Source: an optimization exercise on an open RTL-to-GDS flow (aim: small area). Production flows keep margins and buffers that such runs may drop.
Only simulation tests tie the RTL to the original design; equivalence was not proved.
Power figures rest on the tool's default switching activity, not on a simulated workload.

==> inputs of raven <==
Design snn_rgb, start of the top module:
module snn_rgb (
    input clk,
    input reset_n,                    
    input [2:0] enable_in,            
    input [7:0] r_in,                 
    input [7:0] g_in,                 
    input [7:0] b_in,                 
    output [7:0] r_out,
    output [7:0] g_out,
    output [7:0] b_out
);
parameter n_sp_to_activate = 60;   
parameter w_0_n0 = 8;
parameter w_1_n0 = 37;
parameter w_2_n0 = 141;
parameter bias_n0 = 69;
parameter w_0_n1 = 44;
parameter w_1_n1 = 25;
parameter w_2_n1 = -73;
parameter bias_n1 = 124;
parameter w_0_n2 = 20;
parameter w_1_n2 = -39;
parameter w_2_n2 = -23;
parameter bias_n2 = 8;
parameter w_0_n3 = 137;
parameter w_1_n3 = 72;
parameter w_2_n3 = -113;
parameter bias_n3 = 20;
parameter w_0_n4 = 7;
parameter w_1_n4 = 45;
parameter w_2_n4 = -37;
parameter bias_n4 = -25;
parameter w_0_n5 = 81;
parameter w_1_n5 = 33;
parameter w_2_n5 = 55;
parameter bias_n5 = -57;
parameter w_0_n6 = -89;
parameter w_1_n6 = 0;
parameter w_2_n6 = 132;
parameter bias_n6 = 33;
parameter w_0_n7 = 196;
parameter w_1_n7 = 295;
parameter w_2_n7 = 74;
parameter w_3_n7 = -275;
parameter w_4_n7 = 110;
parameter w_5_n7 = -178;
parameter w_6_n7 = 349;
parameter bias_n7 = 57;
parameter w_0_n8 = -255;
parameter w_1_n8 = 57;
parameter w_2_n8 = -171;
parameter w_3_n8 = 497;
parameter w_4_n8 = -108;
parameter w_5_n8 = 9;
parameter w_6_n8 = -386;
parameter bias_n8 = 92;
reg reset;
reg [7:0] step;
wire r_sp, g_sp, b_sp;
wire [6:0] h;
wire out_0, out_1;
  ...
clock: 10.0 ns
lec_check: 0
cap_margin: 20
core_margin: 2
core_utilization: 40
cts_buf_list: sky130_fd_sc_hd__clkbuf_8
cts_cluster_diameter: 100
cts_cluster_size: 30
slew_margin: 20
run.sh (not shown) runs the stock make flow with config.mk's settings and CLKGATE_MAP_FILE= SYNTH_SCRIPT=/design/flow/synth_recipe.tcl, a recipe that flattens the netlist after the stock synthesis.
==> violet: changes against raven <==
Settings changed: GPL_TIMING_DRIVEN set to 0.
==> harbor: changes against raven <==
--- a/flow/design.v
+++ b/flow/design.v
@@ -7,33 +7,41 @@
     output r_sp,
     output g_sp,
     output b_sp
 );
 reg [7:0] s;
-wire [7:0] lfsr_g, lfsr_b;
+wire [7:0] lfsr_r, lfsr_g, lfsr_b;
 always @(posedge clk) begin
     if (reset)
-        s <= 8'h01;
+        s <= 8'hF7;
     else
         s <= {1'b0, s[7:1]} ^ (s[0] ? 8'hB8 : 8'h00);
 end
-assign lfsr_g[0] = s[2] ^ s[6] ^ s[7];
-assign lfsr_g[1] = s[0] ^ s[3] ^ s[7];
-assign lfsr_g[2] = s[1] ^ s[4];
-assign lfsr_g[3] = s[0] ^ s[2] ^ s[5];
-assign lfsr_g[4] = s[0] ^ s[1] ^ s[2] ^ s[3] ^ s[7];
-assign lfsr_g[5] = s[1] ^ s[3] ^ s[4] ^ s[6] ^ s[7];
-assign lfsr_g[6] = s[0] ^ s[4] ^ s[5] ^ s[6];
-assign lfsr_g[7] = s[1] ^ s[5] ^ s[6] ^ s[7];
-assign lfsr_b[0] = s[0] ^ s[1] ^ s[2] ^ s[3] ^ s[5] ^ s[7];
-assign lfsr_b[1] = s[0] ^ s[1] ^ s[2] ^ s[3] ^ s[4] ^ s[6];
-assign lfsr_b[2] = s[1] ^ s[2] ^ s[3] ^ s[4] ^ s[5] ^ s[7];
-assign lfsr_b[3] = s[2] ^ s[3] ^ s[4] ^ s[5] ^ s[6];
-assign lfsr_b[4] = s[1] ^ s[2] ^ s[4] ^ s[6];
-assign lfsr_b[5] = s[1];
-assign lfsr_b[6] = s[0] ^ s[1] ^ s[3] ^ s[5] ^ s[7];
-assign lfsr_b[7] = s[0] ^ s[1] ^ s[2] ^ s[4] ^ s[6];
+assign lfsr_r[0] = s[5];
+assign lfsr_r[1] = s[0] ^ s[6];
+assign lfsr_r[2] = s[1] ^ s[7];
+assign lfsr_r[3] = s[0] ^ s[2];
+assign lfsr_r[4] = s[1] ^ s[3] ^ s[5];
+assign lfsr_r[5] = s[2] ^ s[4] ^ s[5] ^ s[6];
+assign lfsr_r[6] = s[3] ^ s[6] ^ s[7];
+assign lfsr_r[7] = s[4] ^ s[7];
+assign lfsr_g[0] = s[1] ^ s[3] ^ s[4] ^ s[6] ^ s[7];
+assign lfsr_g[1] = s[0] ^ s[2] ^ s[4] ^ s[5] ^ s[7];
+assign lfsr_g[2] = s[0] ^ s[1] ^ s[3] ^ s[5] ^ s[6];
+assign lfsr_g[3] = s[1] ^ s[2] ^ s[4] ^ s[6] ^ s[7];
+assign lfsr_g[4] = s[1] ^ s[2] ^ s[4] ^ s[5] ^ s[6];
+assign lfsr_g[5] = s[1] ^ s[2] ^ s[4] ^ s[5];
+assign lfsr_g[6] = s[1] ^ s[2] ^ s[4] ^ s[5] ^ s[7];
+assign lfsr_g[7] = s[0] ^ s[2] ^ s[3] ^ s[5] ^ s[6];
+assign lfsr_b[0] = s[1];
+assign lfsr_b[1] = s[2];
+assign lfsr_b[2] = s[3];
+assign lfsr_b[3] = s[0] ^ s[4];
+assign lfsr_b[4] = s[0] ^ s[5];
+assign lfsr_b[5] = s[0] ^ s[6];
+assign lfsr_b[6] = s[7];
+assign lfsr_b[7] = s[0];
 function less;
     input [7:0] a;
     input [7:0] b;
     integer i;
     reg c;
@@ -42,35 +50,32 @@
         for (i = 0; i < 8; i = i + 1)
             c = (~a[i] & b[i]) | (~(a[i] ^ b[i]) & c);
         less = c;
     end
 endfunction
-assign r_sp = less(s, r_st);
+assign r_sp = less(lfsr_r, r_st);
 assign g_sp = less(lfsr_g, g_st);
 assign b_sp = less(lfsr_b, b_st);
 endmodule
 module neuron #(
     parameter WIDTH = 16,
     parameter FIRE_LSB = 10,
     parameter signed [31:0] W0 = 0,
     parameter signed [31:0] W1 = 0,
     parameter signed [31:0] W2 = 0,
-    parameter signed [31:0] BIAS = 0,
-    parameter signed [31:0] INIT = 0       
+    parameter signed [31:0] BIAS = 0
 ) (
     input clk,
-    input reset,
-    input clear,
+    input clear,                           
     input sp_0,
     input sp_1,
     input sp_2,
     output fire
 );
 localparam signed [31:0] V_TH = 500;
 localparam signed [31:0] THRESH = (1 << WIDTH) - (1 << FIRE_LSB);
 localparam [WIDTH-1:0] X_CLEAR = THRESH - V_TH - 1;
-localparam [WIDTH-1:0] X_INIT = INIT + THRESH - V_TH - 1;
 reg [WIDTH-1:0] x;
 reg [WIDTH-1:0] k;
 assign fire = &x[WIDTH-1:FIRE_LSB];
 function [WIDTH-1:0] wsum;
     input [2:0] s;
@@ -105,13 +110,11 @@
             3'd6: k = wsum(3'd6);
             default: k = wsum(3'd7);
         endcase
 end
 always @(posedge clk) begin
-    if (reset)
-        x <= X_INIT;
-    else if (clear)
+    if (clear)
         x <= X_CLEAR;
     else
         x <= add_rc(x, k);
 end
 endmodule
@@ -271,10 +274,11 @@
 parameter w_6_n8 = -386;
 parameter bias_n8 = 92;
 reg reset;
 reg [7:0] step;
 wire r_sp, g_sp, b_sp;
+reg [2:0] sp;                           
 wire [6:0] h;
 wire out_0, out_1;
 always @(posedge clk) begin
     reset <= ~reset_n;
 end
@@ -294,44 +298,50 @@
     if (reset)
         step <= 8'd0;
     else
         step <= inc8(step);
 end
-wire clear_hidden = (step == 8'd251);
-wire clear_output = (step == 8'd252);
-wire classify     = (step == 8'd251);
+wire classify     = (step == 8'd252);
+wire clear_hidden = reset || classify;
+wire clear_output = (step == 8'd253);
 wire show         = (step == 8'd6);
 gen_input pseudo_random_inst (
     .clk(clk), .reset(reset),
     .r_st(r_in), .g_st(g_in), .b_st(b_in),
     .r_sp(r_sp), .g_sp(g_sp), .b_sp(b_sp)
 );
-neuron #(.WIDTH(10), .FIRE_LSB(9), .W0(w_0_n0), .W1(w_1_n0), .W2(w_2_n0), .BIAS(bias_n0), .INIT(bias_n0)) hidden0_inst (
-    .clk(clk), .reset(reset), .clear(clear_hidden), .sp_0(r_sp), .sp_1(g_sp), .sp_2(b_sp), .fire(h[0]));
-neuron #(.WIDTH(10), .FIRE_LSB(9), .W0(w_0_n1), .W1(w_1_n1), .W2(w_2_n1), .BIAS(bias_n1), .INIT(bias_n1)) hidden1_inst (
-    .clk(clk), .reset(reset), .clear(clear_hidden), .sp_0(r_sp), .sp_1(g_sp), .sp_2(b_sp), .fire(h[1]));
-neuron #(.WIDTH(14), .FIRE_LSB(11), .W0(w_0_n2), .W1(w_1_n2), .W2(w_2_n2), .BIAS(bias_n2), .INIT(bias_n2)) hidden2_inst (
-    .clk(clk), .reset(reset), .clear(clear_hidden), .sp_0(r_sp), .sp_1(g_sp), .sp_2(b_sp), .fire(h[2]));
-neuron #(.WIDTH(15), .FIRE_LSB(13), .W0(w_0_n3), .W1(w_1_n3), .W2(w_2_n3), .BIAS(bias_n3), .INIT(bias_n3)) hidden3_inst (
-    .clk(clk), .reset(reset), .clear(clear_hidden), .sp_0(r_sp), .sp_1(g_sp), .sp_2(b_sp), .fire(h[3]));
-neuron #(.WIDTH(14), .FIRE_LSB(6), .W0(w_0_n4), .W1(w_1_n4), .W2(w_2_n4), .BIAS(bias_n4), .INIT(bias_n4)) hidden4_inst (
-    .clk(clk), .reset(reset), .clear(clear_hidden), .sp_0(r_sp), .sp_1(g_sp), .sp_2(b_sp), .fire(h[4]));
-neuron #(.WIDTH(14), .FIRE_LSB(10), .W0(w_0_n5), .W1(w_1_n5), .W2(w_2_n5), .BIAS(bias_n5), .INIT(bias_n5)) hidden5_inst (
-    .clk(clk), .reset(reset), .clear(clear_hidden), .sp_0(r_sp), .sp_1(g_sp), .sp_2(b_sp), .fire(h[5]));
-neuron #(.WIDTH(14), .FIRE_LSB(10), .W0(w_0_n6), .W1(w_1_n6), .W2(w_2_n6), .BIAS(bias_n6), .INIT(bias_n6)) hidden6_inst (
-    .clk(clk), .reset(reset), .clear(clear_hidden), .sp_0(r_sp), .sp_1(g_sp), .sp_2(b_sp), .fire(h[6]));
+always @(posedge clk) begin
+    if (reset)
+        sp <= 3'd0;
+    else
+        sp <= {b_sp, g_sp, r_sp};
+end
+neuron #(.WIDTH(10), .FIRE_LSB(9), .W0(w_0_n0), .W1(w_1_n0), .W2(w_2_n0), .BIAS(bias_n0)) hidden0_inst (
+    .clk(clk), .clear(clear_hidden), .sp_0(sp[0]), .sp_1(sp[1]), .sp_2(sp[2]), .fire(h[0]));
+neuron #(.WIDTH(10), .FIRE_LSB(9), .W0(w_0_n1), .W1(w_1_n1), .W2(w_2_n1), .BIAS(bias_n1)) hidden1_inst (
+    .clk(clk), .clear(clear_hidden), .sp_0(sp[0]), .sp_1(sp[1]), .sp_2(sp[2]), .fire(h[1]));
+neuron #(.WIDTH(14), .FIRE_LSB(11), .W0(w_0_n2), .W1(w_1_n2), .W2(w_2_n2), .BIAS(bias_n2)) hidden2_inst (
+    .clk(clk), .clear(clear_hidden), .sp_0(sp[0]), .sp_1(sp[1]), .sp_2(sp[2]), .fire(h[2]));
+neuron #(.WIDTH(15), .FIRE_LSB(13), .W0(w_0_n3), .W1(w_1_n3), .W2(w_2_n3), .BIAS(bias_n3)) hidden3_inst (
+    .clk(clk), .clear(clear_hidden), .sp_0(sp[0]), .sp_1(sp[1]), .sp_2(sp[2]), .fire(h[3]));
+neuron #(.WIDTH(14), .FIRE_LSB(6), .W0(w_0_n4), .W1(w_1_n4), .W2(w_2_n4), .BIAS(bias_n4)) hidden4_inst (
+    .clk(clk), .clear(clear_hidden), .sp_0(sp[0]), .sp_1(sp[1]), .sp_2(sp[2]), .fire(h[4]));
+neuron #(.WIDTH(14), .FIRE_LSB(10), .W0(w_0_n5), .W1(w_1_n5), .W2(w_2_n5), .BIAS(bias_n5)) hidden5_inst (
+    .clk(clk), .clear(clear_hidden), .sp_0(sp[0]), .sp_1(sp[1]), .sp_2(sp[2]), .fire(h[5]));
+neuron #(.WIDTH(14), .FIRE_LSB(10), .W0(w_0_n6), .W1(w_1_n6), .W2(w_2_n6), .BIAS(bias_n6)) hidden6_inst (
+    .clk(clk), .clear(clear_hidden), .sp_0(sp[0]), .sp_1(sp[1]), .sp_2(sp[2]), .fire(h[6]));
 neuron_out #(.WIDTH(15), .FIRE_LSB(11), .W0(w_0_n7), .W1(w_1_n7), .W2(w_2_n7), .W3(w_3_n7), .W4(w_4_n7),
-             .W5(w_5_n7), .W6(w_6_n7), .BIAS(bias_n7), .INIT(3 * bias_n7)) output0 (
+             .W5(w_5_n7), .W6(w_6_n7), .BIAS(bias_n7), .INIT(2 * bias_n7)) output0 (
     .clk(clk), .reset(reset), .clear(clear_output), .sp(h), .fire(out_0));
 neuron_out #(.WIDTH(16), .FIRE_LSB(13), .W0(w_0_n8), .W1(w_1_n8), .W2(w_2_n8), .W3(w_3_n8), .W4(w_4_n8),
-             .W5(w_5_n8), .W6(w_6_n8), .BIAS(bias_n8), .INIT(3 * bias_n8)) output1 (
+             .W5(w_5_n8), .W6(w_6_n8), .BIAS(bias_n8), .INIT(2 * bias_n8)) output1 (
     .clk(clk), .reset(reset), .clear(clear_output), .sp(h), .fire(out_1));
 reg [5:0] num_out0_sp, num_out1_sp;
 wire full0 = (num_out0_sp == n_sp_to_activate);
 wire full1 = (num_out1_sp == n_sp_to_activate);
 always @(posedge clk) begin
-    if (reset || classify) begin
+    if (clear_hidden) begin
         num_out0_sp <= 6'd0;
         num_out1_sp <= 6'd0;
     end else begin
         if (out_0 && !full0)
             num_out0_sp <= inc8({2'b00, num_out0_sp});
Settings changed: CTS_CLUSTER_DIAMETER 100 to not set, CTS_CLUSTER_SIZE 30 to not set.
==> onyx: changes against raven <==
Settings changed: CTS_BUF_LIST sky130_fd_sc_hd__clkbuf_8 to sky130_fd_sc_hd__clkbuf_2 sky130_fd_sc_hd__clkbuf_4 sky130_fd_sc_hd__clkbuf_8, CTS_CLUSTER_DIAMETER 100 to not set, CTS_CLUSTER_SIZE 30 to not set.
==> comparison <==
- Of harbor and onyx, onyx has the higher area after synthesis (gap 2.5%, measured against onyx).
- Synthesized cell count is the same in violet and onyx.
- In harbor the sequential cell count is higher than in raven, by 3.
- Design area: harbor < raven < onyx < violet.
- Via count, highest first: violet, onyx, raven, harbor.
- Fmax: violet < raven < onyx < harbor.
- Of harbor and raven, harbor has the higher register-to-register slack (gap 0.69 ns).
==> figures <==
Run status: harbor timing/DRC/antenna clean; violet timing/DRC/antenna clean; onyx timing/DRC/antenna clean; raven timing/DRC/antenna clean
Number of placed instances, taps included: harbor 1363; violet 1475; onyx 1436; raven 1436
Share of power burned in combinational logic: harbor 60.3%; violet 66.9%; onyx 67.1%; raven 67.2%
Clock-pin slew on the worst setup and hold paths: harbor 0.09 ns; violet 0.09 ns; onyx 0.08 ns; raven 0.08 ns
Wire length on met1: harbor 9300 um; violet 11100 um; onyx 9970 um; raven 9970 um
Post-synthesis compound-gate area fraction: harbor 5.24%; violet 8.93%; onyx 8.93%; raven 8.93%
Share of cell area taken by flip-flops and latches: harbor 28.2%; violet 26.1%; onyx 26.7%; raven 26.7%
Pwr Density: harbor 333 nW/um^2; violet 377 nW/um^2; onyx 378 nW/um^2; raven 377 nW/um^2
Sequential area share after synthesis: harbor 31.0%; violet 29.7%; onyx 29.7%; raven 29.7%
Number of buffers and inverters on the critical path: harbor 5; violet 6; onyx 6; raven 6
Peak Freq: harbor 0.124 GHz; violet 0.104 GHz; onyx 0.105 GHz; raven 0.105 GHz
Routing usage on met3: harbor 2.54%; violet 2.96%; onyx 3.23%; raven 3.23%
Final instance count without filler cells: harbor 1394; violet 1509; onyx 1468; raven 1468
Post-CTS setup buffer count: harbor 0; violet 3; onyx 0; raven 0
Critical Path AT: harbor 8.37 ns; violet 9.95 ns; onyx 9.83 ns; raven 9.83 ns
Wire length on met3: harbor 570 um; violet 1190 um; onyx 1050 um; raven 1040 um

[static timing again, ports no longer ideal]
How much do the figures lean on ideal ports? The routed layouts below were timed once more, with nothing changed but the port constraints.
Step 1, drivers: a clkbuf_16 drives clk and a buf_2 each remaining input, both assumed.
Step 2 adds t to the input delays and takes it off the output delays; t is the mean of the earliest and latest rising clock arrival at the registers after step 1. Input paths then give back, and output paths get back, about the clock's delay inside the block.
a / b / c = ideal ports / drivers / drivers and shift; a / b = the first two.
run	t (ns)	slack for setup (ns)	slew at the worst register clock pin (ns)
raven	0.502	0.498 / 0.508 / 0.006	0.09 / 0.09
violet	0.500	0.382 / 0.398 / -0.103	0.09 / 0.09
harbor	0.495	1.941 / 1.941 / 1.941	0.10 / 0.10
onyx	0.502	0.498 / 0.509 / 0.007	0.09 / 0.09
Met with ideal ports but missed after step 2: setup timing in violet. The setup slack of raven, which loses most, moves by +0.010 ns with the drivers and by -0.492 ns with both steps.
